From an optimization exercise on the open Yosys and OpenROAD flow, aimed at small area; shortcuts taken in it are not production practice.
Only simulation tests tie the RTL to the original design; equivalence was not proved.
The clock input has no modelled driver; a real chip could not lean on it and would need a root buffer or a full tree.
Power and IR drop assume default switching activity.

Setup of epsilon:
==> module top_level, before the edit <==
module top_level (
    input  wire        clk_100mhz,
    input  wire        btnC,
    input  wire [15:0] sw,
    output logic       tft_sclk,
    output logic       tft_copi,
    output logic       tft_cs,
    output logic       tft_rs,
    output logic       tft_rst,
    output logic       tft_bl
);
    localparam logic [23:0] C_RST   = 24'h62fb86;
    localparam logic [23:0] C_INIT2 = 24'hfff586;
    localparam logic [23:0] C_RAMWR = 24'hffff86;
    logic rst;
    always_ff @(posedge clk_100mhz) rst <= btnC;
    logic [23:0] cnt;
    logic        act;      
    logic        dc;
    logic        rsth;
    logic [3:0]  pq;       
    wire [2:0]  dv = cnt[2:0];
    wire        hf = cnt[3];
    wire [2:0]  bi = cnt[6:4];
    wire [16:0] U  = cnt[23:7];
    wire run    = (dv <= 3'd4);
    wire s_done = (dv == 3'd5);
    wire s_send = (dv == 3'd6);
    wire initr  = U[16];
    logic [8:0] rom;
    always_comb begin
        case (U[4:0])
            5'd9: rom = 9'h001;
            5'd10: rom = 9'h011;
            5'd11: rom = 9'h03a;
            5'd12: rom = 9'h105;
            5'd13: rom = 9'h036;
            5'd14: rom = 9'h100;
            5'd15: rom = 9'h02a;
            5'd16: rom = 9'h100;
            5'd17: rom = 9'h100;
            5'd18: rom = 9'h100;
            5'd19: rom = 9'h17f;
            5'd20: rom = 9'h02b;
            5'd21: rom = 9'h100;
            5'd22: rom = 9'h100;
            5'd23: rom = 9'h100;
            5'd24: rom = 9'h19f;
            5'd25: rom = 9'h013;
            5'd26: rom = 9'h029;
            5'd27: rom = 9'h02c;
            5'd28: rom = 9'h000;
            5'd29: rom = 9'h000;
            5'd30: rom = 9'h000;
            5'd31: rom = 9'h02c;
            default: rom = 9'h000;
        endcase
    end
    wire [3:0] pos = {U[0], bi};
    wire [6:0] x = U[7:1];
    wire [7:0] y = U[15:8];
    wire ch_r = (pos <= 4'd4);
    wire ch_b = (pos >= 4'd11);
    wire ch_g = !ch_r && !ch_b;
    logic g;
    always_comb begin
        case (pos)
            4'd1, 4'd12: g = x[6];
            4'd2, 4'd13: g = x[5];
            4'd3, 4'd14: g = x[4];
            4'd4, 4'd15: g = x[3];
            4'd5: g = y[7];
            4'd6: g = y[6];
            4'd7: g = y[5];
            4'd8: g = y[4];
            4'd9: g = y[3];
            4'd10: g = y[2];
            default: g = 1'b0;
        endcase
    end
    wire bar_r = (x < 7'd43);
    wire bar_g = !bar_r && (x < 7'd86);
    wire bar_b = !bar_r && !bar_g;
    logic pbit;
    always_comb begin
        case (pq)
            4'h0: pbit = ch_r;
            4'h1: pbit = ch_g;
            4'h2: pbit = ch_b;
            4'h3: pbit = 1'b1;
            4'h4: pbit = x[4] ^ y[4];
            4'h5: pbit = ch_r & g;
            4'h6: pbit = ch_g & g;
            4'h7: pbit = ch_b & g;
            4'h8: pbit = (bar_r & ch_r) | (bar_g & ch_g) | (bar_b & ch_b);
            default: pbit = g;
        endcase
    end
    wire [7:0] rrev = {rom[0], rom[1], rom[2], rom[3], rom[4], rom[5], rom[6], rom[7]};
    wire rbit = rrev[bi];
    wire bit_o = initr ? rbit : pbit;
    wire m_rsthi = cnt[1] & cnt[2] & cnt[15] & cnt[16] & cnt[23];
    wire m_b01   = dc && !act && cnt[0] & cnt[2] & cnt[7] & cnt[10] & cnt[21] & cnt[23];
    wire m_b01e  = cnt[7] & cnt[8] & !cnt[22] & cnt[23];
    wire m_dlye  = !dc && !act && cnt[0] & cnt[2] & cnt[7] & cnt[13] & cnt[16] & cnt[17] & cnt[18] & cnt[20] & cnt[22] & !cnt[23];
    wire at_end  = dc && cnt[20] & !cnt[21] & cnt[22];
    wire e_redr  = !act && at_end && (sw[3:0] != pq);
    always_ff @(posedge clk_100mhz) begin
        if (rst) begin
            cnt  <= C_RST;
            act  <= 1'b0;
            dc   <= 1'b1;
            rsth <= 1'b0;
        end else begin
            if (m_rsthi) rsth <= 1'b1;
            if (m_dlye) cnt <= C_INIT2;
            else if (e_redr) cnt <= C_RAMWR;
            else if (at_end) ;
            else if (!act) cnt <= cnt + 1'b1;
            else begin
                if (dv == 3'd4) begin
                    cnt[3] <= !hf;
                    if (hf) begin
                        cnt[6:4] <= bi + 1'b1;
                        if (bi == 3'd7) begin
                            cnt[2:0] <= 3'd5;
                            cnt[23:7] <= U + 1'b1;
                        end else cnt[2:0] <= 3'd0;
                    end else cnt[2:0] <= 3'd0;
                end else cnt[2:0] <= dv + 1'b1;
            end
            if (m_b01 || m_dlye || e_redr) act <= 1'b1;
            else if (m_b01e || at_end) act <= 1'b0;
            if (act && s_send && initr) dc <= rom[8];
            else if (act && s_done && !initr) dc <= 1'b1;
        end
    end
    always_ff @(posedge clk_100mhz)
        if (!act || s_done || s_send) pq <= sw[3:0];
    assign tft_sclk = act && run && hf;
    assign tft_copi = act && run && bit_o;
    assign tft_cs   = !act || (s_send && initr);
    assign tft_rs   = dc;
    assign tft_rst  = rsth;
    assign tft_bl   = 1'b1;
endmodule
clock: 10.0 ns
lec_check: 0
cap_margin: 20
core_margin: 2
core_utilization: 40
cts_buf_list: sky130_fd_sc_hd__clkbuf_8
cts_cluster_diameter: 500
cts_cluster_size: 40
slew_margin: 20
standard.sh (not shown) runs the stock make flow with config.mk's settings and CLKGATE_MAP_FILE= SYNTH_SCRIPT=/design/flow/synth_recipe.tcl, a recipe that flattens the netlist after the stock synthesis.
==> flow/flow/run.sh <==
#!/bin/bash
# Standard ORFS flow with three changes: synthesis maps with an area-oriented
# ABC script (flow/abc_area.script) and skips the adder extraction; the port
# buffers are buf_1; clock tree synthesis is one clock buffer (flow/onebuf.tcl).
set -euo pipefail
CLKBUF=sky130_fd_sc_hd__clkbuf_16
rm -rf scripts_own
cp -r "$FLOW_HOME/scripts" scripts_own
cp flow/abc_area.script scripts_own/abc_speed.script
sed -i "s#^log_cmd clock_tree_synthesis .*#source $PWD/flow/onebuf.tcl\none_clock_buffer $CLKBUF\nset_propagated_clock [all_clocks]#" scripts_own/cts.tcl
grep -q one_clock_buffer scripts_own/cts.tcl
bash standard.sh SCRIPTS_DIR="$PWD/scripts_own" ADDER_MAP_FILE= \
    BUFFER_PORTS_ARGS="-buffer_cell sky130_fd_sc_hd__buf_1" finish > flow_make.log 2>&1
==> flow/flow/abc_area.script <==
strash
&get -n
&deepsyn -T 60
&dch -f
&nf -R 1000
&put
strash
&get -n
&dch -f
&nf -R 1000
&put
==> flow/flow/onebuf.tcl <==
# Clock tree of one buffer: the clock port drives one clock buffer placed at
# the centre of the flip-flops, and that buffer drives every clock pin.
proc one_clock_buffer { cell } {
  set block [ord::get_db_block]
  set net [[$block findBTerm clk_100mhz] getNet]
  set master [[ord::get_db] findMaster $cell]
  set inst [odb::dbInst_create $block $master clkbuf_root]
  set onet [odb::dbNet_create $block clknet_root]
  $onet setSigType CLOCK
  set sx 0
  set sy 0
  set n 0
  foreach it [$net getITerms] {
    set loc [[$it getInst] getLocation]
    set sx [expr { $sx + [lindex $loc 0] }]
    set sy [expr { $sy + [lindex $loc 1] }]
    incr n
    $it disconnect
    $it connect $onet
  }
  [$inst findITerm A] connect $net
  [$inst findITerm X] connect $onet
  $inst setLocation [expr { $sx / $n }] [expr { $sy / $n }]
  $inst setPlacementStatus PLACED
  puts "one_clock_buffer: $cell drives $n clock pins"
}
What beta does differently from epsilon at the input level:
--- a/flow/design.v
+++ b/flow/design.v
@@ -10,26 +10,26 @@
     output logic       tft_rs,
     output logic       tft_rst,
     output logic       tft_bl
 );
-    localparam logic [23:0] C_RST   = 24'h62fb86;
-    localparam logic [23:0] C_INIT2 = 24'hfff586;
-    localparam logic [23:0] C_RAMWR = 24'hffff86;
+    localparam logic [24:0] C_RST   = 25'h0a1e41a;
+    localparam logic [24:0] C_INIT2 = 25'h1fff586;
+    localparam logic [24:0] C_RAMWR = 25'h1ffff86;
     logic rst;
     always_ff @(posedge clk_100mhz) rst <= btnC;
-    logic [23:0] cnt;
+    logic [24:0] cnt;
     logic        act;      
     logic        dc;
     logic        rsth;
     logic [3:0]  pq;       
     wire [2:0]  dv = cnt[2:0];
     wire        hf = cnt[3];
     wire [2:0]  bi = cnt[6:4];
-    wire [16:0] U  = cnt[23:7];
+    wire [17:0] U  = cnt[24:7];
     wire run    = (dv <= 3'd4);
     wire s_done = (dv == 3'd5);
     wire s_send = (dv == 3'd6);
-    wire initr  = U[16];
+    wire initr  = U[17];
     logic [8:0] rom;
     always_comb begin
         case (U[4:0])
             5'd9: rom = 9'h001;
@@ -100,13 +100,13 @@
     end
     wire [7:0] rrev = {rom[0], rom[1], rom[2], rom[3], rom[4], rom[5], rom[6], rom[7]};
     wire rbit = rrev[bi];
     wire bit_o = initr ? rbit : pbit;
-    wire m_rsthi = cnt[1] & cnt[2] & cnt[15] & cnt[16] & cnt[23];
-    wire m_b01   = dc && !act && cnt[0] & cnt[2] & cnt[7] & cnt[10] & cnt[21] & cnt[23];
-    wire m_b01e  = cnt[7] & cnt[8] & !cnt[22] & cnt[23];
-    wire m_dlye  = !dc && !act && cnt[0] & cnt[2] & cnt[7] & cnt[13] & cnt[16] & cnt[17] & cnt[18] & cnt[20] & cnt[22] & !cnt[23];
-    wire at_end  = dc && cnt[20] & !cnt[21] & cnt[22];
+    wire m_rsthi = cnt[2] & cnt[3] & cnt[6] & cnt[10] & cnt[12] & cnt[13] & cnt[14] & cnt[15] & cnt[20] & cnt[22];
+    wire m_b01   = dc && !act && cnt[7] & cnt[10] & cnt[24];
+    wire m_b01e  = cnt[7] & cnt[8] & !cnt[23] & cnt[24];
+    wire m_dlye  = !dc && !act && cnt[0] & cnt[1] & cnt[5] & cnt[7] & cnt[9] & cnt[10] & cnt[13] & cnt[14] & cnt[17] & cnt[19] & cnt[20] & !cnt[24];
+    wire at_end  = dc && cnt[20] & cnt[22] & !cnt[23];
     wire e_redr  = !act && at_end && (sw[3:0] != pq);
     always_ff @(posedge clk_100mhz) begin
         if (rst) begin
             cnt  <= C_RST;
@@ -116,18 +116,16 @@
         end else begin
             if (m_rsthi) rsth <= 1'b1;
             if (m_dlye) cnt <= C_INIT2;
             else if (e_redr) cnt <= C_RAMWR;
-            else if (at_end) ;
-            else if (!act) cnt <= cnt + 1'b1;
-            else begin
+            else if (!at_end) begin
                 if (dv == 3'd4) begin
                     cnt[3] <= !hf;
                     if (hf) begin
                         cnt[6:4] <= bi + 1'b1;
                         if (bi == 3'd7) begin
                             cnt[2:0] <= 3'd5;
-                            cnt[23:7] <= U + 1'b1;
+                            cnt[24:7] <= U + 1'b1;
                         end else cnt[2:0] <= 3'd0;
                     end else cnt[2:0] <= 3'd0;
                 end else cnt[2:0] <= dv + 1'b1;
             end
Notes after the runs:
beta ended with every stage complete and zero timing, DRC or antenna violations.
Looking at delay of the slowest cell on the worst path, beta sits 240 ps lower than epsilon does.
Higher area taken by flip-flops and latches goes to beta over epsilon.
Vias: beta above epsilon
Relative to epsilon, the sequential share of layout area of beta is higher by 0.24 points.
beta vs epsilon, synthesized-area fraction occupied by ao, oa, aoi and oai cells went down by 0.55 points.
The wire length of the first global-routing pass number comes out lower for epsilon vs beta.
Summary — floorplan die height, beta relative to epsilon: higher, by 1.2%.
Between epsilon and beta, final cell count is lower for epsilon, beta comes in above that.
beta: number of synthesized register bits is 1 higher than what epsilon reported.
Compared with epsilon, in beta sequential power barely changed; setup slack dropped 370 ps.
No run of this note takes its clock network from TritonCTS; it comes from the design's own scripts or RTL.

[re-timing with driven ports]
No port has a modelled driver above. Below, the same layouts with a new extraction and two added sets of constraints. Step 1 (the two cells are an assumption about what drives the block):
set clk [get_ports {clk_100mhz}]
set_driving_cell -lib_cell sky130_fd_sc_hd__clkbuf_16 $clk
set_driving_cell -lib_cell sky130_fd_sc_hd__buf_2 [delete_from_list [all_inputs] $clk]
Step 2 times the ports against the registers' clock, not the clock port: input delays grow and output delays shrink by t, the midpoint of the rising clock arrivals with the driver on. Slacks: ideal / step 1 / step 2; pairs: ideal / step 1.
| run | shift t [ns] | setup slack, ns | worst hold slack (ns) | cell pins on the clock port's net |
|---|---|---|---|---|
| epsilon | 0.207 | 5.777 / 5.745 / 5.952 | 0.507 / 0.507 / 0.507 | 1 |
| beta | 0.208 | 5.405 / 5.375 / 5.584 | 0.487 / 0.487 / 0.487 | 1 |
After both steps setup and hold are still met in every run listed.
